From an optimization exercise on the open Yosys and OpenROAD flow, aimed at small area; shortcuts taken in it are not production practice.
Function was checked by simulation only, so behaviour that the tests miss may differ from the original.
Power is estimated from default activity; no workload was simulated.

$ cat run.sh
#!/bin/bash
# synth_recipe.tcl (not shown) runs the flow's synth.tcl, then flattens the netlist and writes it again
# the make line also repeats each setting of config.mk as NAME=value (left out here)
make -C /OpenROAD-flow-scripts/flow DESIGN_CONFIG=/design/flow/config.mk WORK_HOME=/design/flow/orfs CLKGATE_MAP_FILE= SYNTH_SCRIPT=/design/flow/synth_recipe.tcl finish
$ cat config.mk
export PLATFORM = sky130hd
export DESIGN_NAME = core
export DESIGN_NICKNAME = core
export VERILOG_FILES = /design/flow/design.v
export SDC_FILE = /design/flow/constraint.sdc
export NUM_CORES = 8
export LEC_CHECK = 0
export CAP_MARGIN = 20
export CORE_MARGIN = 2
export CORE_UTILIZATION = 65
export CTS_BUF_LIST = sky130_fd_sc_hd__clkbuf_8
export CTS_CLUSTER_DIAMETER = 50
export CTS_CLUSTER_SIZE = 16
export SLEW_MARGIN = 20
export SYNTH_HIERARCHICAL = 1
$ cat constraint.sdc
create_clock -name core_clock -period 5.0 [get_ports {clk}]
set_input_delay 1.0000 -clock core_clock [delete_from_list [all_inputs] [get_ports {clk}]]
set_output_delay 1.0000 -clock core_clock [all_outputs]
set_load 0.01 [all_outputs]
$ cat design.v
module core
#(
    parameter int unsigned NUM_HART = 4,
    parameter int unsigned REG_WIDTH = 32,
    parameter int unsigned MEM_ADDR_WIDTH = 12,
    localparam int unsigned BYTES_PER_REG = REG_WIDTH / 8
)(
    input  logic                        clk,
    input  logic                        rst,
    output logic                        imem_rd_en,
    output logic [MEM_ADDR_WIDTH-1:0]   imem_rd_addr,
    input  logic                        imem_rd_ack,
    input  logic [REG_WIDTH-1:0]        imem_rd_data,
    output logic [MEM_ADDR_WIDTH-1:0]   dmem_addr,
    output logic                        dmem_rd_en,
    output logic                        dmem_wr_en,
    output logic [REG_WIDTH-1:0]        dmem_wr_data,
    output logic [BYTES_PER_REG-1:0]    dmem_wr_ben,
    input  logic                        dmem_rd_ack,
    input  logic [REG_WIDTH-1:0]        dmem_rd_data,
    input  logic                        dmem_wr_ack
);
    logic fe;        
    logic z2, z3;    
    logic clr;       
    always_ff @(posedge clk) begin
        fe <= rst;
        z2 <= ~fe;
        z3 <= z2;
    end
    always_comb clr = ~rst | ~fe | z2 | z3;
    logic [31:2] pc_f, pc_d, pc_e, pc_m;
    logic [31:2] pc_next;
    always_ff @(posedge clk) begin
        pc_f <= pc_next;
        pc_d <= pc_f;
        pc_e <= pc_d;
        pc_m <= pc_e;
    end
    logic [31:0] rf_d [1:31];    
    logic [31:1] wr_sel;
    logic [31:0] wr_data;
    logic [31:0] wr_word;        
    logic        wr_clr;         
    logic        q_f, q_d, q_e, q_m;
    always_ff @(posedge clk) begin
        wr_clr <= clr;
        q_f <= ~wr_clr & ~q_m;
        q_d <= q_f;
        q_e <= q_d;
        q_m <= q_e;
    end
    always_comb wr_word = wr_data ^ {32{wr_clr | q_m}};
    logic [31:1] wr_sel_n;
    always_comb wr_sel_n = ~wr_sel;
    for (genvar gi = 1; gi < 32; gi++) begin: gen_reg
        logic [31:0] f, d, e, m, fy;
        for (genvar gj = 0; gj < 32; gj++) begin: gen_bit
            wbit i_wbit (
                .s  (wr_sel[gi]),
                .sn (wr_sel_n[gi]),
                .w  (wr_word[gj]),
                .m  (m[gj]),
                .y  (fy[gj])
            );
        end
        always_ff @(posedge clk) begin
            f <= fy;
            d <= f;
            e <= d;
            m <= e;
        end
        assign rf_d[gi] = d;
    end
    logic [31:2] i1, i2, i3;
    logic        v1, v2, v3;
    always_comb imem_rd_en = fe;
    always_comb imem_rd_addr = { pc_f[MEM_ADDR_WIDTH-1:2], 2'b00 };
    always_ff @(posedge clk) begin
        v1 <= rst & imem_rd_ack;
        v2 <= rst & v1;
        v3 <= rst & v2;
        i1 <= imem_rd_data[31:2];
        i2 <= i1;
        i3 <= i2;
    end
    logic d_b6, d_b5, d_b3, d_b2;
    logic [4:0] d_rs1, d_rs2;
    always_comb { d_b6, d_b5, d_b3, d_b2 } = { i1[6:5], i1[3:2] };
    always_comb d_rs1 = i1[19:15];
    always_comb d_rs2 = i1[24:20];
    logic d_use_pc, d_use_rs1;
    always_comb d_use_pc  = (~d_b6 & ~d_b5 & d_b2) | (d_b6 & d_b3);
    always_comb d_use_rs1 = ~(~d_b6 & d_b2) & ~(d_b6 & d_b3);
    logic [31:0] rv1, rv2;
    logic [31:1] sel1, sel2;
    logic [31:0] rm1_n, rm2_n;       
    always_comb begin
        for (int i = 1; i < 32; i++) begin
            sel1[i] = d_use_rs1 && d_rs1 == 5'(i);
            sel2[i] = d_rs2 == 5'(i);
        end
    end
    for (genvar gj = 0; gj < 32; gj++) begin: gen_rd
        logic [31:1] col;
        for (genvar gi = 1; gi < 32; gi++) begin: gen_col
            assign col[gi] = rf_d[gi][gj];
        end
        rdbit i_rd1 (.s(sel1), .d(col), .yn(rm1_n[gj]));
        rdbit i_rd2 (.s(sel2), .d(col), .yn(rm2_n[gj]));
    end
    always_comb begin
        rv1 = (d_use_pc ? { pc_d, 2'b00 } : '0) |
              (~rm1_n ^ {32{q_d & d_use_rs1 & (d_rs1 != 5'd0)}});
        rv2 = ~rm2_n ^ {32{q_d & (d_rs2 != 5'd0)}};
    end
    logic [31:0] a, rs2v;
    logic        use_rs2, sub;
    always_ff @(posedge clk) begin
        a       <= rv1;
        rs2v    <= rv2;
        use_rs2 <= i1[4] ? (i1[5] & ~i1[2]) : i1[6] & ~i1[2];
        sub     <= (i1[6] & ~i1[2]) |
                   (~i1[6] & i1[4] & ~i1[2] & ((i1[14:12] == 3'b000 & i1[5] & i1[30]) | (i1[14:13] == 2'b01)));
    end
    logic e_b6, e_b5, e_b4, e_b3, e_b2;
    logic [2:0] e_f3;
    always_comb { e_b6, e_b5, e_b4, e_b3, e_b2 } = i2[6:2];
    always_comb e_f3  = i2[14:12];
    logic e_store, e_branch, e_jal, e_lui, e_auipc, e_alu, e_op;
    always_comb e_store  = ~e_b6 &  e_b5 & ~e_b4;
    always_comb e_branch =  e_b6 & ~e_b2;
    always_comb e_jal    =  e_b6 &  e_b3;
    always_comb e_lui    = ~e_b6 &  e_b5 &  e_b2;
    always_comb e_auipc  = ~e_b6 & ~e_b5 &  e_b2;
    always_comb e_alu    = ~e_b6 &  e_b4 & ~e_b2;        
    always_comb e_op     = ~e_b6 &  e_b5 &  e_b4 & ~e_b2;
    logic [31:0] imm;
    always_comb begin
        if (e_store)
            imm = { {20{i2[31]}}, i2[31:25], i2[11:7] };
        else if (e_lui | e_auipc)
            imm = { i2[31:12], 12'b0 };
        else if (e_jal)
            imm = { {11{i2[31]}}, i2[31], i2[19:12], i2[20], i2[30:21], 1'b0 };
        else
            imm = { {20{i2[31]}}, i2[31:20] };
    end
    logic [31:0] b, bx;
    logic [31:0] g, p, sum;
    logic        cout, pall;
    always_comb b = use_rs2 ? rs2v : imm;
    always_comb bx = b ^ {32{sub}};
    always_comb g = a & bx;
    always_comb p = a ^ bx;
    adder #(.N(32)) i_adder (
        .g      (g),
        .p      (p),
        .cin    (sub),
        .sum    (sum),
        .cout   (cout),
        .pall   (pall)
    );
    logic uns, lt, eq, taken;
    always_comb uns = e_branch ? e_f3[1] : e_f3[0];
    always_comb lt = (a[31] ^ b[31]) ? (uns ? b[31] : a[31]) : ~cout;
    always_comb eq = pall;
    always_comb taken = (e_f3[2] ? lt : eq) ^ e_f3[0];
    logic [4:0] shamt, rot;
    always_comb shamt = b[4:0];
    always_comb rot = e_f3[2] ? shamt : 5'(0 - shamt);
    logic [31:0] alu;
    always_comb begin
        if (!e_alu) begin
            alu = sum;
        end else begin
            case (e_f3)
                3'b000:  alu = sum;
                3'b010:  alu = { 31'b0, lt };
                3'b011:  alu = { 31'b0, lt };
                3'b100:  alu = p;            
                3'b110:  alu = g | p;        
                3'b111:  alu = g;            
                default: alu = a;            
            endcase
        end
    end
    logic [31:0] st_data;
    always_comb st_data = {
        e_f3[1] ? rs2v[31:24] : e_f3[0] ? rs2v[15:8] : rs2v[7:0],
        e_f3[1] ? rs2v[23:16] : rs2v[7:0],
        e_f3[1] | e_f3[0] ? rs2v[15:8] : rs2v[7:0],
        rs2v[7:0]
    };
    logic [31:0] r3;
    logic [11:0] a3;
    logic        t3;
    logic [4:0]  k3;
    logic        sf3;
    always_ff @(posedge clk) begin
        r3 <= clr ? '0 : e_store ? st_data : alu;
        a3 <= sum[11:0];
        t3 <= taken;
        k3 <= rot;
        sf3 <= ~clr & i2[30] & a[31];
    end
    logic b6, b5, b4, b3, b2;
    logic [2:0] f3;
    logic [4:0] rd;
    always_comb { b6, b5, b4, b3, b2 } = i3[6:2];
    always_comb f3  = i3[14:12];
    always_comb rd  = i3[11:7];
    logic is_load, is_store, is_branch, is_jump;
    always_comb is_load   = ~b6 & ~b5 & ~b4;
    always_comb is_store  = ~b6 &  b5 & ~b4;
    always_comb is_branch =  b6 & ~b2;
    always_comb is_jump   =  b6 &  b2;
    logic is_shift;
    always_comb is_shift = ~b6 & b4 & ~b2 & (f3[1:0] == 2'b01);
    logic        ld_sel;
    logic [1:0]  la;
    logic [31:0] rot_a, rot_b, rot_c, rot_x, rot_y, rot_z, rot_res;
    logic [1:0]  k_hi;
    always_comb ld_sel = v3 & is_load;
    always_comb la = a3[1:0];
    always_comb rot_a = k3[0] ? { r3[0],   r3[31:1] }    : r3;
    always_comb rot_b = k3[1] ? { rot_a[1:0], rot_a[31:2] } : rot_a;
    always_comb rot_c = k3[2] ? { rot_b[3:0], rot_b[31:4] } : rot_b;
    always_comb rot_x = ld_sel ? dmem_rd_data : rot_c;
    always_comb k_hi = ld_sel ? la : k3[4:3];
    always_comb rot_y = k_hi[0] ? { rot_x[7:0],  rot_x[31:8] }  : rot_x;
    always_comb rot_z = k_hi[1] ? { rot_y[15:0], rot_y[31:16] } : rot_y;
    logic [31:0] keep, keep_r;
    logic        kz, fill;
    always_comb kz = (k3 == 5'd0);
    always_comb begin
        for (int i = 0; i < 32; i++) keep_r[i] = (5'(i) <= ~k3);
    end
    always_comb begin
        if (ld_sel)
            keep = f3[1] ? 32'hffffffff : f3[0] ? 32'h0000ffff : 32'h000000ff;
        else if (f3[2])
            keep = keep_r;                   
        else
            keep = ~keep_r | {32{kz}};       
    end
    always_comb fill = ld_sel ? ~f3[2] & (f3[0] ? rot_z[15] : rot_z[7]) : sf3;
    always_comb rot_res = (rot_z & keep) | ({32{fill}} & ~keep);
    always_comb dmem_addr = { a3[MEM_ADDR_WIDTH-1:2], 2'b00 };
    always_comb dmem_rd_en = v3 & is_load;
    always_comb dmem_wr_en = v3 & is_store;
    always_comb dmem_wr_data = r3;
    always_comb begin
        case (f3[1:0])
            2'b00:   dmem_wr_ben = 4'b0001 << la;
            2'b01:   dmem_wr_ben = la[1] ? 4'b1100 : 4'b0011;
            default: dmem_wr_ben = 4'b1111;
        endcase
    end
    logic retire, we;
    always_comb retire = v3 & ~(is_load & ~dmem_rd_ack) & ~(is_store & ~dmem_wr_ack);
    always_comb we = retire & ~is_store & ~is_branch;
    logic [31:2] pc_add, pc_seq;
    logic        pc_cout, pc_pall;
    always_comb pc_add = (is_branch & t3) ? { {20{i3[31]}}, i3[7], i3[30:25], i3[11:9] } : 30'd1;
    adder #(.N(30)) i_pc_adder (
        .g      (pc_m & pc_add),
        .p      (pc_m ^ pc_add),
        .cin    (1'b0),
        .sum    (pc_seq),
        .cout   (pc_cout),
        .pall   (pc_pall)
    );
    always_comb begin
        if (ld_sel | is_shift)
            wr_data = rot_res;
        else if (v3 & is_jump)
            wr_data = { pc_seq, 2'b00 };
        else
            wr_data = r3;
    end
    always_comb begin
        for (int i = 1; i < 32; i++) wr_sel[i] = wr_clr | (we && rd == 5'(i));
    end
    always_comb begin
        if (clr)
            pc_next = '0;
        else if (!retire)
            pc_next = pc_m;
        else if (is_jump)
            pc_next = r3[31:2];
        else
            pc_next = pc_seq;
    end
endmodule
module adder
#(
    parameter int unsigned N = 32
)(
    input  logic [N-1:0]    g,
    input  logic [N-1:0]    p,
    input  logic            cin,
    output logic [N-1:0]    sum,
    output logic            cout,
    output logic            pall
);
    logic [N-1:0] gg, pp;
    always_comb begin
        gg = g;
        pp = p;
        gg[0] = g[0] | (p[0] & cin);
        for (int l = 1; l < N; l = l * 2) begin
            for (int i = 2 * l - 1; i < N; i = i + 2 * l) begin
                gg[i] = gg[i] | (pp[i] & gg[i - l]);
                pp[i] = pp[i] & pp[i - l];
            end
        end
        for (int l = 1 << ($clog2(N) - 2); l >= 1; l = l / 2) begin
            for (int i = 3 * l - 1; i < N; i = i + 2 * l) begin
                gg[i] = gg[i] | (pp[i] & gg[i - l]);
                pp[i] = pp[i] & pp[i - l];
            end
        end
    end
    always_comb sum = p ^ { gg[N-2:0], cin };
    always_comb cout = gg[N-1];
    always_comb pall = pp[N-1];
endmodule
module wbit (
    input  logic s,
    input  logic sn,
    input  logic w,
    input  logic m,
    output logic y
);
    always_comb y = ~((sn | w) & (s | m));
endmodule
module rdbit (
    input  logic [31:1] s,
    input  logic [31:1] d,
    output logic        yn
);
    logic [9:0] g;
    for (genvar gk = 0; gk < 10; gk++) begin: gen_grp
        ao222n i_ao (
            .a0 (s[3*gk+1]), .b0 (d[3*gk+1]),
            .a1 (s[3*gk+2]), .b1 (d[3*gk+2]),
            .a2 (s[3*gk+3]), .b2 (d[3*gk+3]),
            .y  (g[gk])
        );
    end
    always_comb yn = ~(~&g[3:0] | ~&g[7:4] | ~&{ g[9:8], ~(s[31] & d[31]) });
endmodule
module ao222n (
    input  logic a0,
    input  logic b0,
    input  logic a1,
    input  logic b1,
    input  logic a2,
    input  logic b2,
    output logic y
);
    always_comb y = ~(a0 & b0 | a1 & b1 | a2 & b2);
endmodule
==> results of run 1 <==
==> worst max-delay path, stage by stage (launching register included) <==
cell       delay [ns]
dfxtp_1          0.85
and3_1           0.62
nand3_1          0.42
nor2_4           1.03
buf_4            0.48
a222oi_1         0.16
nand4_1          0.47
a2111oi_2        0.13
xnor2_1          0.41
nand2_1          0.09
==> flip-flops by register name (all words and copies together), names as in the netlist, 32 cells and up <==
name	cells
gen.m	992
gen.d	992
r3	32
gen.e	992
a	32
rs2v	32
gen.f	992
==> cell type report <==
| class | count | area [sq um] |
|---|---|---|
| Multi-Input combinational cell | 3725 | 28200 |
| Antenna cell | 7 | 17.5 |
| Inverter | 111 | 417 |
| Timing Repair Buffer | 489 | 4610 |
| Sequential cell | 4295 | 86000 |
| Clock inverter | 28 | 292 |
| Fill cell | 11607 | 47300 |
| Tap cell | 2325 | 2910 |
| Clock buffer | 334 | 4600 |
==> per-stage QoR <==
stage,setup WS [ns],TNS [ns]
2_1_floorplan,0.0338,0
3_3_place_gp,0.154,0
3_5_place_dp,0.0945,0
4_1_cts,0.0734,0
5_1_grt,-0.0324,-0.0324
6_report,0.162,0
==> worst max-delay path by stage <==
stage                         startpoint  slack [ns]                         to
after floorplan            i3[6]$_DFF_P_        0.03  gen_reg[10].f[17]$_DFF_P_
after global placement     i2[5]$_DFF_P_        0.15           r3[0]$_SDFF_PP0_
after detailed placement   i2[6]$_DFF_P_        0.09           r3[0]$_SDFF_PP0_
after CTS                  i2[6]$_DFF_P_        0.07           r3[0]$_SDFF_PP0_
after global routing       i2[5]$_DFF_P_       -0.03           r3[0]$_SDFF_PP0_
final                     i1[19]$_DFF_P_        0.16              a[11]$_DFF_P_
==> per-layer routing <==
metal  GRT usage [%]  wire (microns)
met3            12.3           48400
met1            55.7          148000
met5               0              52
met4            24.6           25900
met2            58.5          157000
==> where the power goes <==
part           internal [mW]  total [mW]  leakage, nW  switching (mW)
logic                   1.79        4.67         12.0            2.88
registers               37.8        39.6         35.4            1.77
clock network           6.24        16.6         2.54            10.3
==> layout by cell type (no fill, tap or decap), types with 30 or more instances in the layout <==
cell type        count
nor2_1             200
clkbuf_8           334
a2111oi_2           64
xor2_1              54
inv_1               98
clkdlybuf4s50_1    125
o22ai_1           1013
nand2_1            363
xnor2_1             86
nor2_4              63
a21oi_1            156
dfxtp_1           4287
nand3_1             66
nor3_1              34
buf_4              314
o21ai_0             59
a311oi_1            30
nand4_1            145
a222oi_1           643
ha_1               128
a211oi_1            45
buf_12              48
o2bb2ai_1           32
mux2i_1             77
==> repair_timing <==
item	CTS	global route
setup buffers	0	1
hold endpoints to repair	0	0
gates resized for setup	0	7
setup endpoints to repair	0	4
==> impl_metrics.json, run 1 <==
{
  "drc_errors": 0,
  "reg2reg_depth": 9,
  "final-setup-viol-count": 0,
  "reg2reg_to": "a[11]$_DFF_P_",
  "fin_area_sq_um": 127000,
  "first_global_vias": 74205,
  "gr-total-overflow": 0,
  "cts_inserted_buffers": 325,
  "syn-cell-area_sq_um": 114000,
  "relSlewSlack_pct": 13.0,
  "ios": 132,
  "slew_viol_final": 0,
  "clock.fmax_ghz": 0.207,
  "wl_per_cell_microns": 33.5,
  "grt_pass1_wl_mm": 532,
  "hold_path_depth": 0,
  "min_from": "gen_reg[15].f[7]$_DFF_P_",
  "final.setup_skew_ns": 0.118,
  "ir_worst_vdd_mv": 0.388,
  "cts_tree": "built",
  "grt_max_degree": 75,
  "routed_via_density": 6.81,
  "yosysWarnings": 13,
  "cts_htree_levels": 5,
  "arrival_ns": 5.80,
  "hold_path.class": "flip-flop to flip-flop",
  "power_density_nw_per_um2": 479,
  "placedCellCount": 10942,
  "start_util_pct": 65.6,
  "clk_latency_ns": 1.12,
  "syn_avg_cell_area_sq_um": 13.7,
  "die_w_microns": 424,
  "antenna_found_initial": 15,
  "numPortBuffers": 125,
  "r2r-start": "i1[19]$_DFF_P_",
  "ff2ff_setup_slack_ns": 0.16,
  "crit_required_ns": 5.96,
  "status": "finished clean",
  "fin_crit_ns": 4.84,
  "wl_mm": 379,
  "cts_max_path_buffers": 4,
  "placed_area_sq_um": 122000,
  "grt.total_usage_pct": 41.2,
  "instances_no_fill": 11314,
  "netlist_instances": 8328,
  "whs_ns": 0.285,
  "crit_fanout": 22,
  "whs_endpoint": "gen_reg[15].d[7]$_DFF_P_",
  "finalPower_mw": 60.8,
  "layout-drive-gt1-share_pct": 11.4,
  "clk_pin_slew_ns": 0.10,
  "worstSetupPathType": "flip-flop to flip-flop",
  "routabilityCongestion": 1.01,
  "chipHeight_microns": 424,
  "drt-pass1-iter-count": 14,
  "dp_hpwl_mm": 243,
  "leakage_nw": 50.0,
  "clockRootBuffer": "clkbuf_8",
  "row_count": 153,
  "start_kind": "flip-flop",
  "via_count": 77041,
  "cap_violations": 0,
  "fin_crit_sh_pct": 96.8,
  "finalNetCount": 9144,
  "utilization_pct": 72.9,
  "drt_iter0_drc": 12336,
  "coreArea_sq_um": 174000,
  "area_growth_pct": 11.0,
  "worstSetupEndpointType": "flip-flop",
  "die_area_sq_um": 179000,
  "worst_slew_pin_slew_ns": 1.30,
  "finalHoldViolations": 0,
  "ctsHoldBuffers": 0,
  "cts_sinks": 4295,
  "drtAntennaViolNets": 0
}
==> run 2: changes to the inputs <==
==> flow/run.sh (new file) <==
#!/bin/bash
# Layout flow: the standard flow (standard.sh), with two changes to how the layout is
# made: the clock tree is built from clkbuf_8 buffers without dummy loads, and the port
# buffers are the smallest buffer. Each tool's output goes to the ORFS logs under orfs/logs;
# the make output goes to flow.log here.
set -euo pipefail
export CTS_ARGS="-sink_clustering_enable -repair_clock_nets -dont_use_dummy_load -buf_list sky130_fd_sc_hd__clkbuf_8 -sink_clustering_size 16 -sink_clustering_max_diameter 50"
export BUFFER_PORTS_ARGS="-buffer_cell sky130_fd_sc_hd__buf_1"
bash standard.sh > flow.log 2>&1
==> standard.sh (new file) <==
#!/bin/bash
# synth_recipe.tcl (not shown) runs the flow's synth.tcl, then flattens the netlist and writes it again
# the make line also repeats each setting of config.mk as NAME=value (left out here)
make -C /OpenROAD-flow-scripts/flow DESIGN_CONFIG=/design/flow/config.mk WORK_HOME=/design/flow/orfs CLKGATE_MAP_FILE= SYNTH_SCRIPT=/design/flow/synth_recipe.tcl "${@:-finish}"
--- a/config.mk
+++ b/config.mk
@@ -8,8 +8,5 @@
 export CAP_MARGIN = 20
 export CORE_MARGIN = 2
 export CORE_UTILIZATION = 65
-export CTS_BUF_LIST = sky130_fd_sc_hd__clkbuf_8
-export CTS_CLUSTER_DIAMETER = 50
-export CTS_CLUSTER_SIZE = 16
 export SLEW_MARGIN = 20
 export SYNTH_HIERARCHICAL = 1
removed: run.sh
==> impl_metrics.json, run 2 <==
{
  "first_global_vias": 74572,
  "use_met3_pct": 12.4,
  "finalPower_mw": 60.2,
  "worstSetupPathType": "flip-flop to flip-flop",
  "start_util_pct": 65.6,
  "grt.total_usage_pct": 41.3,
  "drt-pass1-iter-count": 15,
  "relSlewSlack_pct": 17.3,
  "gr-total-overflow": 0,
  "wl_mm": 380,
  "grt_max_degree": 75,
  "grtUsageMet2_pct": 58.8,
  "hold_path.class": "input port to flip-flop",
  "cts_sinks": 4295,
  "slew_viol_final": 0,
  "cts_tree": "built",
  "syn-cell-area_sq_um": 114000,
  "regArea_sq_um": 86000,
  "netlist_instances": 8328,
  "worstSetupEndpointType": "flip-flop",
  "layout_common_cells": "dfxtp_1 (4286), o22ai_1 (1013), a222oi_1 (643), nand2_1 (363), clkbuf_8 (330)",
  "chipHeight_microns": 424,
  "finalNetCount": 9130,
  "final.setup_skew_ns": 0.175,
  "finalHoldViolations": 0,
  "die_w_microns": 424,
  "final-setup-viol-count": 0,
  "area_growth_pct": 10.1,
  "cts_max_path_buffers": 4,
  "utilization_pct": 72.2,
  "start_kind": "flip-flop",
  "drt_iter0_drc": 11875,
  "antenna_found_initial": 22,
  "fin_area_sq_um": 126000,
  "whs_ns": 0.0799,
  "coreArea_sq_um": 174000,
  "crit_required_ns": 5.96,
  "wl_per_cell_microns": 33.8,
  "cap_violations": 0,
  "met1_usage_pct": 56.2,
  "clk_latency_ns": 1.11,
  "arrival_ns": 5.59,
  "fill_cells": 11777,
  "syn_avg_cell_area_sq_um": 13.7,
  "cts_htree_levels": 5,
  "gr-max-usage-layer": "met2",
  "dp_hpwl_mm": 239,
  "placed_area_sq_um": 121000,
  "via_count": 76854,
  "ir_worst_vdd_mv": 0.385,
  "leakage_nw": 49.4,
  "routed_via_density": 6.82,
  "status": "finished clean",
  "clockRootBuffer": "clkbuf_8",
  "final_common_cell": "dfxtp_1",
  "yosysWarnings": 13,
  "worst_slew_pin_slew_ns": 1.22,
  "layout-drive-gt1-share_pct": 10.7,
  "power_density_nw_per_um2": 478,
  "numPortBuffers": 125,
  "multi_input_area_sq_um": 28200,
  "fin_crit_sh_pct": 92.7,
  "fin_crit_ns": 4.63,
  "drtAntennaViolNets": 0,
  "ios": 132,
  "row_count": 153,
  "final.setup.tns_ns": 0,
  "routabilityCongestion": 1.02,
  "clk_pin_slew_ns": 0.09,
  "grt_pass1_wl_mm": 533,
  "clock.fmax_ghz": 0.216,
  "cts_inserted_buffers": 330,
  "die_area_sq_um": 179000,
  "crit_fanout": 39,
  "drc_errors": 0
}
[run 2: repair_timing]
| item | 4_1_cts | 5_1_grt |
|---|---|---|
| resized for setup | 0 | 10 |
| hold endpoints to repair | 26 | 0 |
| hold buffers | 26 | 0 |
| setup endpoints to repair | 0 | 3 |
| setup buffers | 0 | 2 |
[run 2: metal layers]
layer	vias up	wire length, microns
li1	32539	-
met1	37823	148000
met2	5394	158000
met3	1082	50500
met4	16	24300
met5	-	112
[run 2: stage by stage]
stage	std cells	worst slack [ns]
3_3_place_gp	10896	0.246
6_report	11264	0.367
2_1_floorplan	8332	0.0338
5_1_grt	11261	-0.0131
4_1_cts	11252	0.212
3_5_place_dp	10896	0.263
[run 2: critical path, stage by stage, from the launching register on]
cell and delay (ns):
dfxtp_1 0.34, nor2b_2 0.15, nor2b_4 0.16, buf_4 0.33
buf_4 0.49, a22oi_1 0.16, nor2_1 0.11, a21oi_1 0.09
xnor2_1 0.25, inv_1 0.07, ha_1 0.33, nand2_1 0.09
nor2_1 0.08, a21o_1 0.23, a21o_1 0.21, a21oi_2 0.18
o21ai_2 0.09, maj3_1 0.35, mux2i_2 0.20, mux2i_1 0.10
o211ai_1 0.19, o211ai_1 0.11, a211oi_1 0.25
[run 2: final timing paths]
check	startpoint	slack, ns	to	cells after the start
worst max-delay path	i2[5]$_DFF_P_	0.37	r3[0]$_SDFF_PP0_	22
worst max register to register	i2[5]$_DFF_P_	0.37	r3[0]$_SDFF_PP0_	22
worst min-delay path	imem_rd_data[4]	0.08	i1[4]$_DFF_P_	1
worst min register to register	pc_d[3]$_DFF_P_	0.25	pc_e[3]$_DFF_P_	0
[run 2: cell type report]
type | instances | share of cell area (%)
Clock buffer | 330 | 3.61
Antenna cell | 8 | 0.0159
Multi-Input combinational cell | 3725 | 22.4
Inverter | 111 | 0.331
Timing Repair Buffer | 470 | 3.03
Sequential cell | 4295 | 68.3
Tap cell | 2325 | 2.31
[run 2: where the power goes]
part / switching (mW) / internal (mW)
registers: 1.78 / 37.8
clock network: 10.1 / 5.94
logic: 2.90 / 1.69
total: 14.8 / 45.4
==> run 3: changes to the inputs <==
--- a/design.v
+++ b/design.v
@@ -92,64 +92,64 @@
     logic d_use_pc, d_use_rs1;
     always_comb d_use_pc  = (~d_b6 & ~d_b5 & d_b2) | (d_b6 & d_b3);
     always_comb d_use_rs1 = ~(~d_b6 & d_b2) & ~(d_b6 & d_b3);
+    logic d_use_rs2;
+    logic [31:0] d_imm;
+    always_comb d_use_rs2 = ~d_b2 & (d_b6 | d_b5);
+    always_comb begin
+        if (~d_b6 & d_b2)
+            d_imm = { i1[31:12], 12'b0 };
+        else if (d_b6 & d_b3)
+            d_imm = { {11{i1[31]}}, i1[31], i1[19:12], i1[20], i1[30:21], 1'b0 };
+        else
+            d_imm = { {20{i1[31]}}, i1[31:20] };
+    end
     logic [31:0] rv1, rv2;
-    logic [31:1] sel1, sel2;
+    logic [32:1] sel1, sel2;
     logic [31:0] rm1_n, rm2_n;       
     always_comb begin
         for (int i = 1; i < 32; i++) begin
             sel1[i] = d_use_rs1 && d_rs1 == 5'(i);
-            sel2[i] = d_rs2 == 5'(i);
+            sel2[i] = d_use_rs2 && d_rs2 == 5'(i);
         end
+        sel1[32] = d_use_pc;
+        sel2[32] = ~d_use_rs2;
     end
+    logic [31:0] pc_dw;
+    always_comb pc_dw = { pc_d, 2'b00 };
     for (genvar gj = 0; gj < 32; gj++) begin: gen_rd
         logic [31:1] col;
         for (genvar gi = 1; gi < 32; gi++) begin: gen_col
             assign col[gi] = rf_d[gi][gj];
         end
-        rdbit i_rd1 (.s(sel1), .d(col), .yn(rm1_n[gj]));
-        rdbit i_rd2 (.s(sel2), .d(col), .yn(rm2_n[gj]));
+        rdbit i_rd1 (.s(sel1), .d({ pc_dw[gj], col }), .yn(rm1_n[gj]));
+        rdbit i_rd2 (.s(sel2), .d({ d_imm[gj], col }), .yn(rm2_n[gj]));
     end
     always_comb begin
-        rv1 = (d_use_pc ? { pc_d, 2'b00 } : '0) |
-              (~rm1_n ^ {32{q_d & d_use_rs1 & (d_rs1 != 5'd0)}});
-        rv2 = ~rm2_n ^ {32{q_d & (d_rs2 != 5'd0)}};
+        rv1 = ~rm1_n ^ {32{q_d & d_use_rs1 & (d_rs1 != 5'd0)}};
+        rv2 = ~rm2_n ^ {32{q_d & d_use_rs2 & (d_rs2 != 5'd0)}};
     end
     logic [31:0] a, rs2v;
-    logic        use_rs2, sub;
+    logic        bst, sub;
     always_ff @(posedge clk) begin
-        a       <= rv1;
-        rs2v    <= rv2;
-        use_rs2 <= i1[4] ? (i1[5] & ~i1[2]) : i1[6] & ~i1[2];
-        sub     <= (i1[6] & ~i1[2]) |
-                   (~i1[6] & i1[4] & ~i1[2] & ((i1[14:12] == 3'b000 & i1[5] & i1[30]) | (i1[14:13] == 2'b01)));
+        a    <= rv1;
+        rs2v <= rv2;
+        bst  <= ~d_b6 & d_b5 & ~i1[4];
+        sub  <= (i1[6] & ~i1[2]) |
+                (~i1[6] & i1[4] & ~i1[2] & ((i1[14:12] == 3'b000 & i1[5] & i1[30]) | (i1[14:13] == 2'b01)));
     end
     logic e_b6, e_b5, e_b4, e_b3, e_b2;
     logic [2:0] e_f3;
     always_comb { e_b6, e_b5, e_b4, e_b3, e_b2 } = i2[6:2];
     always_comb e_f3  = i2[14:12];
-    logic e_store, e_branch, e_jal, e_lui, e_auipc, e_alu, e_op;
+    logic e_store, e_branch, e_alu, e_shift;
     always_comb e_store  = ~e_b6 &  e_b5 & ~e_b4;
     always_comb e_branch =  e_b6 & ~e_b2;
-    always_comb e_jal    =  e_b6 &  e_b3;
-    always_comb e_lui    = ~e_b6 &  e_b5 &  e_b2;
-    always_comb e_auipc  = ~e_b6 & ~e_b5 &  e_b2;
     always_comb e_alu    = ~e_b6 &  e_b4 & ~e_b2;        
-    always_comb e_op     = ~e_b6 &  e_b5 &  e_b4 & ~e_b2;
-    logic [31:0] imm;
-    always_comb begin
-        if (e_store)
-            imm = { {20{i2[31]}}, i2[31:25], i2[11:7] };
-        else if (e_lui | e_auipc)
-            imm = { i2[31:12], 12'b0 };
-        else if (e_jal)
-            imm = { {11{i2[31]}}, i2[31], i2[19:12], i2[20], i2[30:21], 1'b0 };
-        else
-            imm = { {20{i2[31]}}, i2[31:20] };
-    end
+    always_comb e_shift  = e_alu & (e_f3[1:0] == 2'b01);
     logic [31:0] b, bx;
     logic [31:0] g, p, sum;
     logic        cout, pall;
-    always_comb b = use_rs2 ? rs2v : imm;
+    always_comb b = bst ? { {20{i2[31]}}, i2[31:25], i2[11:7] } : rs2v;
     always_comb bx = b ^ {32{sub}};
     always_comb g = a & bx;
     always_comb p = a ^ bx;
@@ -194,15 +194,21 @@
     };
     logic [31:0] r3;
     logic [11:0] a3;
-    logic        t3;
     logic [4:0]  k3;
-    logic        sf3;
+    logic        t3, sf3;
+    always_comb k3 = a3[4:0];
+    always_comb sf3 = a3[5];
+    always_comb t3 = a3[11];
     always_ff @(posedge clk) begin
         r3 <= clr ? '0 : e_store ? st_data : alu;
-        a3 <= sum[11:0];
-        t3 <= taken;
-        k3 <= rot;
-        sf3 <= ~clr & i2[30] & a[31];
+        if (clr)
+            a3 <= '0;
+        else if (e_branch)
+            a3 <= { taken, i2[31], i2[7], i2[30:25], i2[11:9] };
+        else if (e_shift)
+            a3 <= { 6'b0, i2[30] & a[31], rot };
+        else
+            a3 <= sum[11:0];
     end
     logic b6, b5, b4, b3, b2;
     logic [2:0] f3;
@@ -262,7 +268,7 @@
     always_comb we = retire & ~is_store & ~is_branch;
     logic [31:2] pc_add, pc_seq;
     logic        pc_cout, pc_pall;
-    always_comb pc_add = (is_branch & t3) ? { {20{i3[31]}}, i3[7], i3[30:25], i3[11:9] } : 30'd1;
+    always_comb pc_add = (is_branch & t3) ? { {20{a3[10]}}, a3[9:0] } : 30'd1;
     adder #(.N(30)) i_pc_adder (
         .g      (pc_m & pc_add),
         .p      (pc_m ^ pc_add),
@@ -336,8 +342,8 @@
     always_comb y = ~((sn | w) & (s | m));
 endmodule
 module rdbit (
-    input  logic [31:1] s,
-    input  logic [31:1] d,
+    input  logic [32:1] s,
+    input  logic [32:1] d,
     output logic        yn
 );
     logic [9:0] g;
@@ -349,7 +355,7 @@
             .y  (g[gk])
         );
     end
-    always_comb yn = ~(~&g[3:0] | ~&g[7:4] | ~&{ g[9:8], ~(s[31] & d[31]) });
+    always_comb yn = ~(~&g[3:0] | ~&g[7:4] | ~&{ g[9:8], ~(s[31] & d[31] | s[32] & d[32]) });
 endmodule
 module ao222n (
     input  logic a0,
--- a/config.mk
+++ b/config.mk
@@ -7,6 +7,7 @@
 export LEC_CHECK = 0
 export CAP_MARGIN = 20
 export CORE_MARGIN = 2
-export CORE_UTILIZATION = 65
+export CORE_UTILIZATION = 75
+export GPL_ROUTABILITY_DRIVEN = 0
 export SLEW_MARGIN = 20
 export SYNTH_HIERARCHICAL = 1
==> impl_metrics.json, run 3 <==
{
  "fin_crit_sh_pct": 98.2,
  "final_common_cell": "dfxtp_1",
  "area_growth_pct": 9.14,
  "crit_slowest_cell": "or3_1",
  "leakage_nw": 48.9,
  "wl_mm": 379,
  "fin_crit_ns": 4.91,
  "worstSetupEndpointType": "flip-flop",
  "syn-cell-area_sq_um": 114000,
  "clock.fmax_ghz": 0.204,
  "ios": 132,
  "utilization_pct": 82.2,
  "critPathTopFamily": "simple AND/OR/NAND/NOR gates",
  "ctsHoldBuffers": 0,
  "crit_buf_inv": 2,
  "antenna_found_initial": 26,
  "met1_usage_pct": 60.1,
  "cts_sinks": 4270,
  "clk_latency_ns": 1.08,
  "final.setup_skew_ns": 0.131,
  "slew_viol_final": 0,
  "layout-drive-gt1-share_pct": 10.2,
  "chipHeight_microns": 394,
  "rsz0062_at_grt": "no",
  "row_count": 143,
  "crit_required_ns": 5.84,
  "dp_hpwl_mm": 235,
  "drc_errors": 0,
  "gr-total-overflow": 0,
  "routed_via_density": 7.20,
  "cts_inserted_buffers": 323,
  "coreArea_sq_um": 152000,
  "status": "finished clean",
  "cap_violations": 0,
  "arrival_ns": 5.75,
  "layout_common_cells": "dfxtp_1 (4264), o22ai_1 (1007), a222oi_1 (640), nand2_1 (346), clkbuf_8 (323)",
  "gr-max-usage-layer": "met2",
  "use_met3_pct": 18.8,
  "yosysWarnings": 13,
  "fill_cells": 8163,
  "final.setup.tns_ns": 0,
  "drtAntennaViolNets": 0,
  "grt_max_degree": 72,
  "final-setup-viol-count": 0,
  "syn_avg_cell_area_sq_um": 13.6,
  "grt_pass1_wl_mm": 533,
  "postCtsSetupRepairBufs": 0,
  "finalHoldViolations": 0,
  "numPortBuffers": 125,
  "die_area_sq_um": 155000,
  "multi_input_area_sq_um": 28500,
  "netlist_instances": 8380,
  "cpMostUsedCell": "ha_1",
  "critPathMaxStageDelay_ns": 0.46,
  "die_w_microns": 394,
  "grtUsageMet2_pct": 66.5,
  "whs_ns": 0.0450,
  "cts_max_path_buffers": 4,
  "ir_worst_vdd_mv": 0.472,
  "clockRootBuffer": "clkbuf_8",
  "grt.total_usage_pct": 47.4,
  "worstSetupPathType": "flip-flop to flip-flop",
  "regArea_sq_um": 85500,
  "wl_per_cell_microns": 34.6,
  "cts_htree_levels": 5,
  "cts_resized": 0,
  "start_kind": "flip-flop",
  "finalPower_mw": 58.5,
  "start_util_pct": 75.3,
  "via_count": 78864,
  "drt_iter0_drc": 14666,
  "cp_cell_sequence": "nand2b_1 -> or3_1 -> ha_1 -> or2_2 -> ha_1 -> o211ai_1 -> a21boi_2 -> o211ai_1 -> and2_1 -> a31oi_1 -> ha_1 -> nor2_1 -> xnor2_1 -> nand2_1 -> and3_1 -> a311oi_1 -> buf_4 -> xnor2_4 -> buf_12 -> o22ai_1",
  "relSlewSlack_pct": 18.8,
  "hold_path.class": "input port to flip-flop",
  "first_global_vias": 76799,
  "worst_slew_pin_slew_ns": 1.21,
  "finalNetCount": 9108,
  "cts_tree": "built",
  "drt-pass1-iter-count": 14,
  "power_density_nw_per_um2": 469,
  "crit_fanout": 31,
  "clk_pin_slew_ns": 0.10
}
==> run 3: cell type report <==
cell class,instances,share of cell area [%]
sequential,4270,68.6
multi-input combinational,3800,22.9
clock buffer,323,3.57
timing repair buffer,404,2.52
tap,2030,2.04
inverter,112,0.337
antenna,9,0.0181
==> run 3: worst register-to-register path, stage by stage (launching register included) <==
cell and delay (ns):
dfxtp_1 0.32, nand2b_1 0.26, or3_1 0.46, ha_1 0.21
or2_2 0.27, ha_1 0.19, o211ai_1 0.23, a21boi_2 0.14
o211ai_1 0.32, and2_1 0.20, a31oi_1 0.09, ha_1 0.19
nor2_1 0.11, xnor2_1 0.17, nand2_1 0.08, and3_1 0.21
a311oi_1 0.46, buf_4 0.23, xnor2_4 0.12, buf_12 0.25
o22ai_1 0.21
==> run 3: layer usage <==
layer	part of all wire, %	vias to the layer above
li1	-	32575
met1	35	38108
met2	40	6460
met4	8.8	20
met3	16	1701
met5	0.090	-
==> run 3: where the power goes <==
| part | switching, mW | leakage [nW] | internal, mW | total, mW |
|---|---|---|---|---|
| Clock | 9.97 | 2.32 | 5.81 | 15.8 |
| Sequential | 1.64 | 35.2 | 37.5 | 39.1 |
| Combinational | 2.25 | 11.4 | 1.32 | 3.57 |
| Total | 13.9 | 48.9 | 44.6 | 58.5 |
==> run 3: through the flow <==
step	cell area, sq um	setup slack, ns	std cells
after global routing	125000	0.0219	10943
final	125000	0.0915	10948
after global placement	120000	0.360	10614
after floorplan	114000	0.0155	8386
after CTS	125000	0.152	10938
after detailed placement	120000	0.246	10615
==> run 3: final timing paths <==
kind / startpoint / end / slack [ns] / cells after the start
worst min register to register: gen_reg[20].e[30]$_DFF_P_ / gen_reg[20].m[30]$_DFF_P_ / 0.26 / 0
worst max-delay path: i3[0]$_DFF_P_ / gen_reg[25].f[29]$_DFF_P_ / 0.09 / 20
worst min-delay path: imem_rd_data[10] / i1[10]$_DFF_P_ / 0.04 / 1
worst max register to register: i3[0]$_DFF_P_ / gen_reg[25].f[29]$_DFF_P_ / 0.09 / 20
==> run 4: changes to the inputs <==
==> run.sh (new file) <==
#!/bin/bash
# synth_recipe.tcl (not shown) runs the flow's synth.tcl, then flattens the netlist and writes it again
# the make line also repeats each setting of config.mk as NAME=value (left out here)
make -C /OpenROAD-flow-scripts/flow DESIGN_CONFIG=/design/flow/config.mk WORK_HOME=/design/flow/orfs CLKGATE_MAP_FILE= SYNTH_SCRIPT=/design/flow/synth_recipe.tcl finish
--- a/config.mk
+++ b/config.mk
@@ -7,7 +7,9 @@
 export LEC_CHECK = 0
 export CAP_MARGIN = 20
 export CORE_MARGIN = 2
-export CORE_UTILIZATION = 75
-export GPL_ROUTABILITY_DRIVEN = 0
+export CORE_UTILIZATION = 65
+export CTS_BUF_LIST = sky130_fd_sc_hd__clkbuf_8
+export CTS_CLUSTER_DIAMETER = 50
+export CTS_CLUSTER_SIZE = 16
 export SLEW_MARGIN = 20
 export SYNTH_HIERARCHICAL = 1
removed: flow/run.sh
removed: standard.sh
==> impl_metrics.json, run 4 <==
{
  "chipHeight_microns": 423,
  "hold_path.class": "flip-flop to flip-flop",
  "status": "finished clean",
  "ios": 132,
  "cap_violations": 0,
  "via_count": 77171,
  "routed_via_density": 6.80,
  "finalNetCount": 9162,
  "finalHoldViolations": 0,
  "first_global_vias": 74479,
  "area_growth_pct": 11.1,
  "antenna_found_initial": 26,
  "rsz0062_at_grt": "no",
  "cts_htree_levels": 5,
  "gr-total-overflow": 0,
  "drc_errors": 0,
  "yosysWarnings": 13,
  "final.setup_skew_ns": 0.0975,
  "cts_inserted_buffers": 328,
  "cts_tree": "built",
  "hold_path_depth": 0,
  "ff2ff_setup_slack_ns": 0.28,
  "leakage_nw": 49.9,
  "final_common_cell": "dfxtp_1",
  "worstSetupEndpointType": "flip-flop",
  "ir_worst_vdd_mv": 0.392,
  "clockRootBuffer": "clkbuf_8",
  "slew_viol_final": 0,
  "dp_hpwl_mm": 246,
  "start_util_pct": 65.5,
  "drt-pass1-iter-count": 8,
  "postCtsSetupRepairBufs": 0,
  "min_from": "gen_reg[26].e[19]$_DFF_P_",
  "final.setup.tns_ns": 0,
  "coreArea_sq_um": 174000,
  "worstSetupPathType": "flip-flop to flip-flop",
  "clock.fmax_ghz": 0.212,
  "routabilityCongestion": 1.02,
  "syn-cell-area_sq_um": 114000,
  "r2r-start": "i3[0]$_DFF_P_",
  "crit_fanout": 19,
  "whs_ns": 0.288,
  "die_w_microns": 423,
  "cts_max_path_buffers": 4,
  "crit_required_ns": 5.94,
  "clk_latency_ns": 1.13,
  "fin_crit_ns": 4.72,
  "syn_avg_cell_area_sq_um": 13.6,
  "wl_mm": 386,
  "netlist_instances": 8380,
  "reg2reg_to": "gen_reg[3].f[29]$_DFF_P_",
  "arrival_ns": 5.65,
  "grt_max_degree": 68,
  "drt_iter0_drc": 12930,
  "wl_per_cell_microns": 34.0,
  "power_density_nw_per_um2": 468,
  "whs_endpoint": "gen_reg[26].m[19]$_DFF_P_",
  "die_area_sq_um": 179000,
  "grt_pass1_wl_mm": 539,
  "relSlewSlack_pct": 12.3,
  "cts_sinks": 4270,
  "worst_slew_pin_slew_ns": 1.31,
  "fin_crit_sh_pct": 94.3,
  "grt.total_usage_pct": 42.0,
  "reg2reg_depth": 20,
  "numPortBuffers": 125,
  "row_count": 153,
  "drtAntennaViolNets": 0,
  "fill_cells": 11623,
  "clk_pin_slew_ns": 0.10,
  "ctsHoldBuffers": 0,
  "layout-drive-gt1-share_pct": 11.3,
  "start_kind": "flip-flop",
  "final-setup-viol-count": 0,
  "layout_common_cells": "dfxtp_1 (4264), o22ai_1 (1007), a222oi_1 (640), nand2_1 (347), clkbuf_8 (337)"
}
## run 4: stage by stage
step	std cells	total power, mW	area (sq um)	util, %	setup WS, ns
6_report	11344	59.4	127000	72.8	0.285
5_1_grt	11335	61.0	127000	72.8	0.0494
4_1_cts	11333	59.2	127000	72.8	0.149
3_5_place_dp	10959	43.2	122000	69.9	0.185
3_3_place_gp	10958	43.0	122000	69.9	0.220
2_1_floorplan	8386	41.2	114000	-	0.0155
## run 4: power breakdown
group	switching [mW]	total (mW)	internal (mW)
logic	2.25	3.65	1.40
clock network	10.4	16.7	6.29
registers	1.56	39.0	37.5
total	14.2	59.4	45.2
## run 4: what timing repair did
action | CTS | global route
endpoints found under the setup margin | 0 | 25
hold endpoints to repair | 0 | 0
resized for setup | 0 | 1
## run 4: cell type report
| class | instances | area [sq um] | area share (%) |
|---|---|---|---|
| Antenna cell | 10 | 25.0 | 0.0197 |
| Clock buffer | 337 | 4640 | 3.66 |
| Clock inverter | 37 | 370 | 0.292 |
| Inverter | 112 | 420 | 0.331 |
| Multi-Input combinational cell | 3800 | 28500 | 22.5 |
| Sequential cell | 4270 | 85500 | 67.4 |
| Tap cell | 2325 | 2910 | 2.29 |
| Timing Repair Buffer | 453 | 4440 | 3.50 |
## run 4: per-layer routing
metal	vias to the layer above	global-route usage [%]	share of wire, %
met5	-	0	0.027
met3	1229	13.4	13
li1	32750	-	-
met1	37906	55.8	38
met4	14	27.1	7.3
met2	5272	59.2	41
## run 4: how the worst max path moves through the flow
stage                                start  slack (ns)  depth (start not counted)                         to
after floorplan           a3[0]$_SDFF_PP0_        0.02                         21  gen_reg[28].f[18]$_DFF_P_
final                        i3[0]$_DFF_P_        0.28                         20   gen_reg[3].f[29]$_DFF_P_
after global routing         i3[0]$_DFF_P_        0.05                         21   gen_reg[3].f[29]$_DFF_P_
after detailed placement     i3[0]$_DFF_P_        0.19                         20   gen_reg[2].f[29]$_DFF_P_
after CTS                    i3[0]$_DFF_P_        0.15                         20  gen_reg[31].f[29]$_DFF_P_
after global placement       i3[0]$_DFF_P_        0.22                         20  gen_reg[31].f[29]$_DFF_P_
## run 4: worst max-delay path, stage by stage, from the launching register on
cell      delay, ns
dfxtp_1        0.32
nand2b_1       0.23
or3_1          0.48
ha_1           0.23
or2_2          0.27
ha_1           0.19
o211ai_1       0.23
a21boi_2       0.14
o211ai_1       0.24
and2_1         0.18
a31oi_1        0.10
ha_1           0.20
nor2_1         0.11
xnor2_1        0.17
nand2_1        0.07
and3_1         0.23
a311oi_2       0.41
buf_4          0.21
xnor2_4        0.13
buf_12         0.22
o22ai_1        0.12
==> run 5: changes to the inputs <==
--- a/design.v
+++ b/design.v
@@ -39,34 +39,42 @@
     end
     logic [31:0] rf_d [1:31];    
     logic [31:1] wr_sel;
-    logic [31:0] wr_data;
+    logic [31:0] wr_data;        
+    logic [31:0] wr_data_r;      
+    logic [4:0]  wr_addr_r;
+    logic        wr_en_r;
     logic [31:0] wr_word;        
     logic        wr_clr;         
+    logic        wr_clr1;
     logic        q_f, q_d, q_e, q_m;
     always_ff @(posedge clk) begin
-        wr_clr <= clr;
-        q_f <= ~wr_clr & ~q_m;
-        q_d <= q_f;
+        wr_clr1 <= clr;
+        wr_clr <= wr_clr1;
+        q_f <= q_m;
+        q_d <= ~wr_clr & ~q_f;
         q_e <= q_d;
         q_m <= q_e;
     end
-    always_comb wr_word = wr_data ^ {32{wr_clr | q_m}};
+    always_comb wr_word = wr_data_r ^ {32{wr_clr | q_f}};
     logic [31:1] wr_sel_n;
+    always_comb begin
+        for (int i = 1; i < 32; i++) wr_sel[i] = wr_clr | (wr_en_r && wr_addr_r == 5'(i));
+    end
     always_comb wr_sel_n = ~wr_sel;
     for (genvar gi = 1; gi < 32; gi++) begin: gen_reg
-        logic [31:0] f, d, e, m, fy;
+        logic [31:0] f, d, e, m, dy;
         for (genvar gj = 0; gj < 32; gj++) begin: gen_bit
             wbit i_wbit (
                 .s  (wr_sel[gi]),
                 .sn (wr_sel_n[gi]),
                 .w  (wr_word[gj]),
-                .m  (m[gj]),
-                .y  (fy[gj])
+                .m  (f[gj]),
+                .y  (dy[gj])
             );
         end
         always_ff @(posedge clk) begin
-            f <= fy;
-            d <= f;
+            f <= m;
+            d <= dy;
             e <= d;
             m <= e;
         end
@@ -200,10 +208,8 @@
     always_comb sf3 = a3[5];
     always_comb t3 = a3[11];
     always_ff @(posedge clk) begin
-        r3 <= clr ? '0 : e_store ? st_data : alu;
-        if (clr)
-            a3 <= '0;
-        else if (e_branch)
+        r3 <= e_store ? st_data : alu;
+        if (e_branch)
             a3 <= { taken, i2[31], i2[7], i2[30:25], i2[11:9] };
         else if (e_shift)
             a3 <= { 6'b0, i2[30] & a[31], rot };
@@ -285,8 +291,10 @@
         else
             wr_data = r3;
     end
-    always_comb begin
-        for (int i = 1; i < 32; i++) wr_sel[i] = wr_clr | (we && rd == 5'(i));
+    always_ff @(posedge clk) begin
+        wr_data_r <= wr_clr1 ? '0 : wr_data;
+        wr_addr_r <= rd;
+        wr_en_r   <= we;
     end
     always_comb begin
         if (clr)
==> flow/run.sh (new file) <==
#!/bin/bash
# Layout flow: the standard flow (standard.sh), with three changes to how the layout
# is made: after synthesis every combinational cell gets the smallest drive strength of
# its function (flow/downsize.tcl; repair sizes up where needed), the clock tree is
# built from clkbuf_8 buffers without dummy loads, and the port buffers are the smallest
# buffer. Each tool's output goes to the ORFS logs under orfs/logs; the make output goes
# to flow.log here.
set -euo pipefail
here=$(pwd)
export POST_SYNTH_TCL="$here/flow/downsize.tcl"
export CTS_ARGS="-sink_clustering_enable -repair_clock_nets -dont_use_dummy_load -buf_list sky130_fd_sc_hd__clkbuf_8 -sink_clustering_size 16 -sink_clustering_max_diameter 50"
export BUFFER_PORTS_ARGS="-buffer_cell sky130_fd_sc_hd__buf_1"
bash standard.sh > flow.log 2>&1
==> flow/downsize.tcl (new file) <==
# After synthesis: give every combinational cell the smallest drive strength of its
# function (same cell name but for the _N suffix). The flow's own repair sizes cells up
# again where the layout needs it. Flip-flops keep the cell synthesis gave them.
set block [ord::get_db_block]
set db [ord::get_db]
set smallest [dict create]
foreach lib [$db getLibs] {
  foreach master [$lib getMasters] {
    set name [$master getName]
    if {![regexp {^(sky130_fd_sc_hd__[a-z0-9]+)_([0-9]+)$} $name -> base drive]} continue
    set area [expr {[$master getWidth] * [$master getHeight]}]
    if {![dict exists $smallest $base] || $area < [lindex [dict get $smallest $base] 1]} {
      dict set smallest $base [list $name $area]
    }
  }
}
set n 0
foreach inst [$block getInsts] {
  set master [$inst getMaster]
  set name [$master getName]
  if {![regexp {^(sky130_fd_sc_hd__[a-z0-9]+)_([0-9]+)$} $name -> base drive]} continue
  if {[regexp {^sky130_fd_sc_hd__(df|edf|sdf|dl|conb|tap|fill|decap|diode|clkbuf|buf|clkdly|dlygate)} $name]} continue
  set best [lindex [dict get $smallest $base] 0]
  if {$best ne $name} {
    replace_cell [$inst getName] $best
    incr n
  }
}
puts "downsize: replaced $n cells"
==> standard.sh (new file) <==
#!/bin/bash
# synth_recipe.tcl (not shown) runs the flow's synth.tcl, then flattens the netlist and writes it again
# the make line also repeats each setting of config.mk as NAME=value (left out here)
make -C /OpenROAD-flow-scripts/flow DESIGN_CONFIG=/design/flow/config.mk WORK_HOME=/design/flow/orfs CLKGATE_MAP_FILE= SYNTH_SCRIPT=/design/flow/synth_recipe.tcl "${@:-finish}"
==> config.mk (replaced) <==
export PLATFORM = sky130hd
export DESIGN_NAME = core
export DESIGN_NICKNAME = core
export VERILOG_FILES = /design/flow/design.v
export SDC_FILE = /design/flow/constraint.sdc
export NUM_CORES = 8
export LEC_CHECK = 0
export CAP_MARGIN = 20
export CORE_MARGIN = 2
export CORE_UTILIZATION = 75
export GPL_ROUTABILITY_DRIVEN = 0
export SLEW_MARGIN = 20
export SYNTH_HIERARCHICAL = 1
removed: run.sh
==> impl_metrics.json, run 5 <==
{
  "status": "finished clean",
  "placedCellCount": 10589,
  "grt_max_degree": 77,
  "crit_slowest_cell": "mux2i_1",
  "rsz0062_at_grt": "no",
  "cpMostUsedCell": "ha_1",
  "row_count": 143,
  "final.setup_skew_ns": 0.130,
  "ir_worst_vdd_mv": 0.493,
  "drt_iter0_drc": 14903,
  "power_density_nw_per_um2": 489,
  "p_comb_share_pct": 8.8,
  "drtAntennaViolNets": 0,
  "slew_viol_final": 0,
  "postCtsSetupRepairBufs": 0,
  "preCtsSetupSlack_ns": 0.574,
  "finalHoldViolations": 0,
  "first_global_vias": 76985,
  "clock.fmax_ghz": 0.218,
  "netlist_instances": 8364,
  "fin_ws_ns": 0.418,
  "cap_violations": 0,
  "critPathMaxStageDelay_ns": 0.40,
  "syn-cell-area_sq_um": 114000,
  "wl_met2_mm": 153,
  "via_count": 79160,
  "p_sw_share_pct": 25.5,
  "syn_avg_cell_area_sq_um": 13.6,
  "wl_mm": 380,
  "area_growth_pct": 8.51,
  "ios": 132,
  "chipHeight_microns": 394,
  "layout_common_cells": "dfxtp_1 (4302), o22ai_1 (1026), a222oi_1 (640), nand2_1 (342), clkbuf_8 (327)",
  "clk_latency_ns": 1.09,
  "cts_max_path_buffers": 4,
  "cp_cell_sequence": "mux2i_1 -> xnor2_1 -> inv_1 -> ha_1 -> ha_1 -> or2_0 -> ha_1 -> o211ai_1 -> nand2_1 -> a21o_1 -> a21o_1 -> a21oi_1 -> o21ai_0 -> maj3_1 -> mux2_1 -> nor3b_1 -> o221ai_1 -> a31oi_1",
  "die_area_sq_um": 155000,
  "numPortBuffers": 125,
  "gr-total-overflow": 0,
  "cts_htree_levels": 5,
  "power_frac_seq_pct": 64.7,
  "grt_pass1_wl_mm": 535,
  "layout-drive-gt1-share_pct": 8.58,
  "cts_sinks": 4309,
  "fin_crit_ns": 4.58,
  "drt-pass1-iter-count": 14,
  "cts_inserted_buffers": 327,
  "dp_hpwl_mm": 233,
  "start_util_pct": 75.2,
  "coreArea_sq_um": 152000,
  "final-setup-viol-count": 0,
  "die_w_microns": 394,
  "grt.total_usage_pct": 47.8,
  "crit_fanout": 5,
  "worstSetupEndpointType": "flip-flop",
  "utilization_pct": 81.6,
  "top_layer_used": "met5",
  "relSlewSlack_pct": 18.0,
  "routed_via_density": 7.24,
  "yosysWarnings": 13,
  "finalPower_mw": 60.5,
  "fin_crit_sh_pct": 91.6,
  "leakage_nw": 48.5,
  "arrival_ns": 5.52,
  "wl_met3_mm": 62.0,
  "cts_tree": "built",
  "clkPwrFrac_pct": 26.5,
  "antenna_found_initial": 37,
  "critPathTopFamily": "compound AO/OA/AOI/OAI gates",
  "crit_buf_inv": 1,
  "clockRootBuffer": "clkbuf_8",
  "start_kind": "flip-flop",
  "hold_path.class": "input port to flip-flop",
  "clk_pin_slew_ns": 0.11,
  "instances_no_fill": 10940,
  "final.setup.tns_ns": 0,
  "crit_required_ns": 5.94,
  "routedLengthMet1_mm": 132,
  "wl_per_cell_microns": 34.8,
  "finalNetCount": 9088,
  "final_common_cell": "dfxtp_1",
  "p_switching_mw": 15.4,
  "worst_slew_pin_slew_ns": 1.22,
  "drc_errors": 0,
  "internal_power_mw": 45.1,
  "worstSetupPathType": "flip-flop to flip-flop"
}
## run 5: repair_timing
item,CTS,global route
hold buffers,1,0
gates resized for setup,0,1
setup endpoints to repair,0,1
endpoints found under the hold margin,1,0
## run 5: area by class of cell
| cell class | instances | area, sq um |
|---|---|---|
| Fill cell | 8527 | 27800 |
| Tap cell | 2030 | 2540 |
| Antenna cell | 21 | 52.6 |
| Clock buffer | 327 | 4500 |
| Inverter | 121 | 454 |
| Multi-Input combinational cell | 3743 | 27200 |
| Timing Repair Buffer | 389 | 2700 |
| Sequential cell | 4309 | 86300 |
## run 5: through the flow
step / hold slack (ns) / instance area [sq um]
final: 0.0378 / 124000
after global routing: 0.0112 / 124000
after CTS: 0.000869 / 124000
after detailed placement: 0.312 / 119000
after global placement: 0.310 / 119000
after floorplan: 0.310 / 114000
## run 5: final timing paths
path              slack (ns)                         to  cells past startpoint                 startpoint
setup / recovery        0.42              r3[0]$_DFF_P_                     18                bst$_DFF_P_
hold / removal          0.04             i1[11]$_DFF_P_                      1           imem_rd_data[11]
setup reg to reg        0.42              r3[0]$_DFF_P_                     18                bst$_DFF_P_
hold reg to reg         0.26  gen_reg[16].m[18]$_DFF_P_                      0  gen_reg[16].e[18]$_DFF_P_
## run 5: layer usage
layer | up-vias | track usage, %
met5 | - | 0.800
met3 | 1914 | 20.9
met4 | 42 | 33.7
li1 | 32533 | -
met1 | 37908 | 59.6
met2 | 6763 | 66.3
## run 5: worst register-to-register path, stage by stage (launching register included)
cell and delay, ns:
dfxtp_1 0.36, mux2i_1 0.40, xnor2_1 0.21, inv_1 0.07
ha_1 0.32, ha_1 0.20, or2_0 0.24, ha_1 0.20
o211ai_1 0.16, nand2_1 0.13, a21o_1 0.26, a21o_1 0.29
a21oi_1 0.24, o21ai_0 0.19, maj3_1 0.36, mux2_1 0.32
nor3b_1 0.21, o221ai_1 0.13, a31oi_1 0.19
## run 5: power by group through the flow
| stage | Combinational (mW) | Sequential (mW) | Clock (mW) |
|---|---|---|---|
| CTS | 5.02 | 39.1 | 15.9 |
| global placement | 4.85 | 39.6 | 0 |
| finish | 5.34 | 39.2 | 16.0 |
| floorplan | 3.30 | 39.0 | 0 |
| global route | 5.53 | 39.4 | 17.2 |
| detailed placement | 4.99 | 39.8 | 0 |
==> run 6: changes to the inputs <==
--- a/config.mk
+++ b/config.mk
@@ -7,7 +7,7 @@
 export LEC_CHECK = 0
 export CAP_MARGIN = 20
 export CORE_MARGIN = 2
-export CORE_UTILIZATION = 75
+export CORE_UTILIZATION = 80
 export GPL_ROUTABILITY_DRIVEN = 0
 export SLEW_MARGIN = 20
 export SYNTH_HIERARCHICAL = 1
==> impl_metrics.json, run 6 <==
{
  "slew_viol_final": 0,
  "routed_via_density": 7.71,
  "fin_ws_ns": 0.253,
  "wl_mm": 404,
  "layout-drive-gt1-share_pct": 8.26,
  "cts_inserted_buffers": 326,
  "layout_common_cells": "dfxtp_1 (4302), o22ai_1 (1026), a222oi_1 (640), nand2_1 (342), clkbuf_8 (326)",
  "worstSetupPathType": "flip-flop to flip-flop",
  "internal_power_mw": 45.1,
  "ir_worst_vdd_mv": 0.495,
  "p_sw_share_pct": 26.2,
  "postCtsSetupRepairBufs": 0,
  "preCtsSetupSlack_ns": 0.518,
  "clk_latency_ns": 1.08,
  "final_common_cell": "dfxtp_1",
  "grt_pass1_wl_mm": 568,
  "p_switching_mw": 16.0,
  "relSlewSlack_pct": 13.3,
  "syn_avg_cell_area_sq_um": 13.6,
  "syn-cell-area_sq_um": 114000,
  "power_frac_seq_pct": 64.4,
  "cts_htree_levels": 5,
  "leakage_nw": 48.5,
  "placedCellCount": 10424,
  "finalHoldViolations": 0,
  "worst_slew_pin_slew_ns": 1.30,
  "cts_tree": "built",
  "row_count": 138,
  "hold_path.class": "input port to flip-flop",
  "final.setup_skew_ns": 0.116,
  "area_growth_pct": 8.15,
  "numPortBuffers": 125,
  "status": "finished clean",
  "via_count": 83011,
  "fill_cells": 6265,
  "drt_iter0_drc": 17383,
  "coreArea_sq_um": 142000,
  "gr-total-overflow": 0,
  "ios": 132,
  "arrival_ns": 5.65,
  "drc_errors": 0,
  "chipHeight_microns": 382,
  "die_area_sq_um": 146000,
  "dp_hpwl_mm": 237,
  "rsz0062_at_grt": "no",
  "final.setup.tns_ns": 0,
  "crit_required_ns": 5.90,
  "die_w_microns": 382,
  "cts_max_path_buffers": 4,
  "cap_violations": 0,
  "fin_area_sq_um": 123000,
  "grt.total_usage_pct": 54.2,
  "power_density_nw_per_um2": 496,
  "instances_no_fill": 10769,
  "fin_crit_sh_pct": 94.9,
  "p_comb_share_pct": 8.9,
  "worstSetupEndpointType": "flip-flop",
  "clkPwrFrac_pct": 26.6,
  "drtAntennaViolNets": 0,
  "cts_sinks": 4309,
  "antenna_found_initial": 43,
  "placed_area_sq_um": 119000,
  "final-setup-viol-count": 0,
  "finalNetCount": 9062,
  "start_util_pct": 80.5,
  "first_global_vias": 82427,
  "clk_pin_slew_ns": 0.09,
  "yosysWarnings": 13,
  "netlist_instances": 8364,
  "clock.fmax_ghz": 0.211,
  "crit_fanout": 6,
  "drt-pass1-iter-count": 13,
  "start_kind": "flip-flop",
  "wl_per_cell_microns": 37.5,
  "clockRootBuffer": "clkbuf_8",
  "fin_crit_ns": 4.75,
  "grt_max_degree": 56
}
==> run 6: critical path, stage by stage, from the launching register on <==
cell and delay (ns):
dfxtp_1 0.32, nand2b_1 0.23, or3_1 0.35, ha_1 0.21, or2_0 0.20, ha_1 0.19, o211ai_1 0.20, a21boi_0 0.32
nor2_1 0.23, inv_1 0.13, a221oi_2 0.52, o31ai_1 0.14, ha_1 0.20, nor2_1 0.11, xnor2_1 0.16, nand2_1 0.09
a31oi_1 0.67, o21ai_0 0.20, a211oi_1 0.20
==> run 6: cell type report <==
type                    instances  area [sq um]  share of cell area, %
flip-flops and latches       4309         86300                   70.0
clock buffers                 326          4490                   3.64
multi-input cells            3743         27200                   22.1
repair buffers                364          2510                   2.04
diodes                         16          40.0                 0.0325
inverters                     121           454                  0.368
well taps                    1890          2360                   1.92
==> run 6: path summary, 6_finish.rpt <==
check	startpoint	to	slack, ns	cells past startpoint
worst min register to register	gen_reg[3].e[10]$_DFF_P_	gen_reg[3].m[10]$_DFF_P_	0.28	0
worst min-delay path	imem_rd_data[10]	i1[10]$_DFF_P_	0.06	1
worst max register to register	i3[0]$_DFF_P_	wr_data_r[25]$_SDFF_PP0_	0.25	18
worst max-delay path	i3[0]$_DFF_P_	wr_data_r[25]$_SDFF_PP0_	0.25	18
==> run 6: power by group through the flow <==
stage,combinational (mW),clock (mW),sequential [mW]
floorplan,3.30,0,39.0
global placement,4.80,0,39.6
detailed placement,4.97,0,39.8
CTS,5.05,16.0,39.2
global route,5.55,17.2,39.5
finish,5.46,16.3,39.4
==> run 6: repair_timing <==
action / CTS / global route
hold buffers: 0 / 0
gates resized for setup: 0 / 1
endpoints found under the setup margin: 0 / 1
==> run 6: metrics by stage <==
stage               hold slack (ns)  total power, mW  util (%)
finish                       0.0620             61.1      87.1
global route                 0.0447             62.2      87.1
CTS                          0.0142             60.3      87.0
detailed placement            0.312             44.8      83.9
global placement              0.310             44.4      83.9
floorplan                     0.310             42.3         -
==> run 6: per-layer routing <==
metal	vias to the layer above	GRT usage (%)	share of wire, %
li1	32441	-	-
met1	39004	65.4	32
met2	8674	74.3	40
met3	2832	24.9	18
met4	60	43.7	11
met5	-	1.06	0.13

[static timing again, ports no longer ideal]
In the flow no input, the clock included, has a driving cell. The finished layouts below were timed again as built, in two steps. Step 1: set_driving_cell puts a clkbuf_16 on clk and a buf_2 on each other input, an assumption about the parent block. Step 2, shift: input delay + t, output delay - t, t = (earliest + latest rising clock arrival at the registers) / 2. This alone moves slack from input paths to output paths. Slacks: ideal ports / drivers / drivers and shift; pairs: ideal ports / drivers.
run | t (ns) | slack for setup (ns) | hold WS [ns] | worst slew at a driven data input, ns | pins driven straight from the clock port
run 1 | 1.162 | 0.162 / 0.162 / 0.162 | 0.285 / 0.285 / 0.285 | 0.11 | 1
run 2 | 1.099 | 0.367 / 0.367 / 0.367 | 0.080 / 0.022 / 0.254 | 0.06 | 1
run 3 | 1.107 | 0.092 / 0.092 / 0.092 | 0.045 / -0.021 / 0.263 | 0.04 | 1
run 4 | 1.154 | 0.285 / 0.285 / 0.285 | 0.288 / 0.268 / 0.288 | 0.05 | 1
run 5 | 1.115 | 0.418 / 0.418 / 0.418 | 0.038 / -0.032 / 0.263 | 0.05 | 1
run 6 | 1.101 | 0.253 / 0.253 / 0.253 | 0.062 / 0.015 / 0.283 | 0.05 | 1
After both steps every run listed still meets setup and hold.
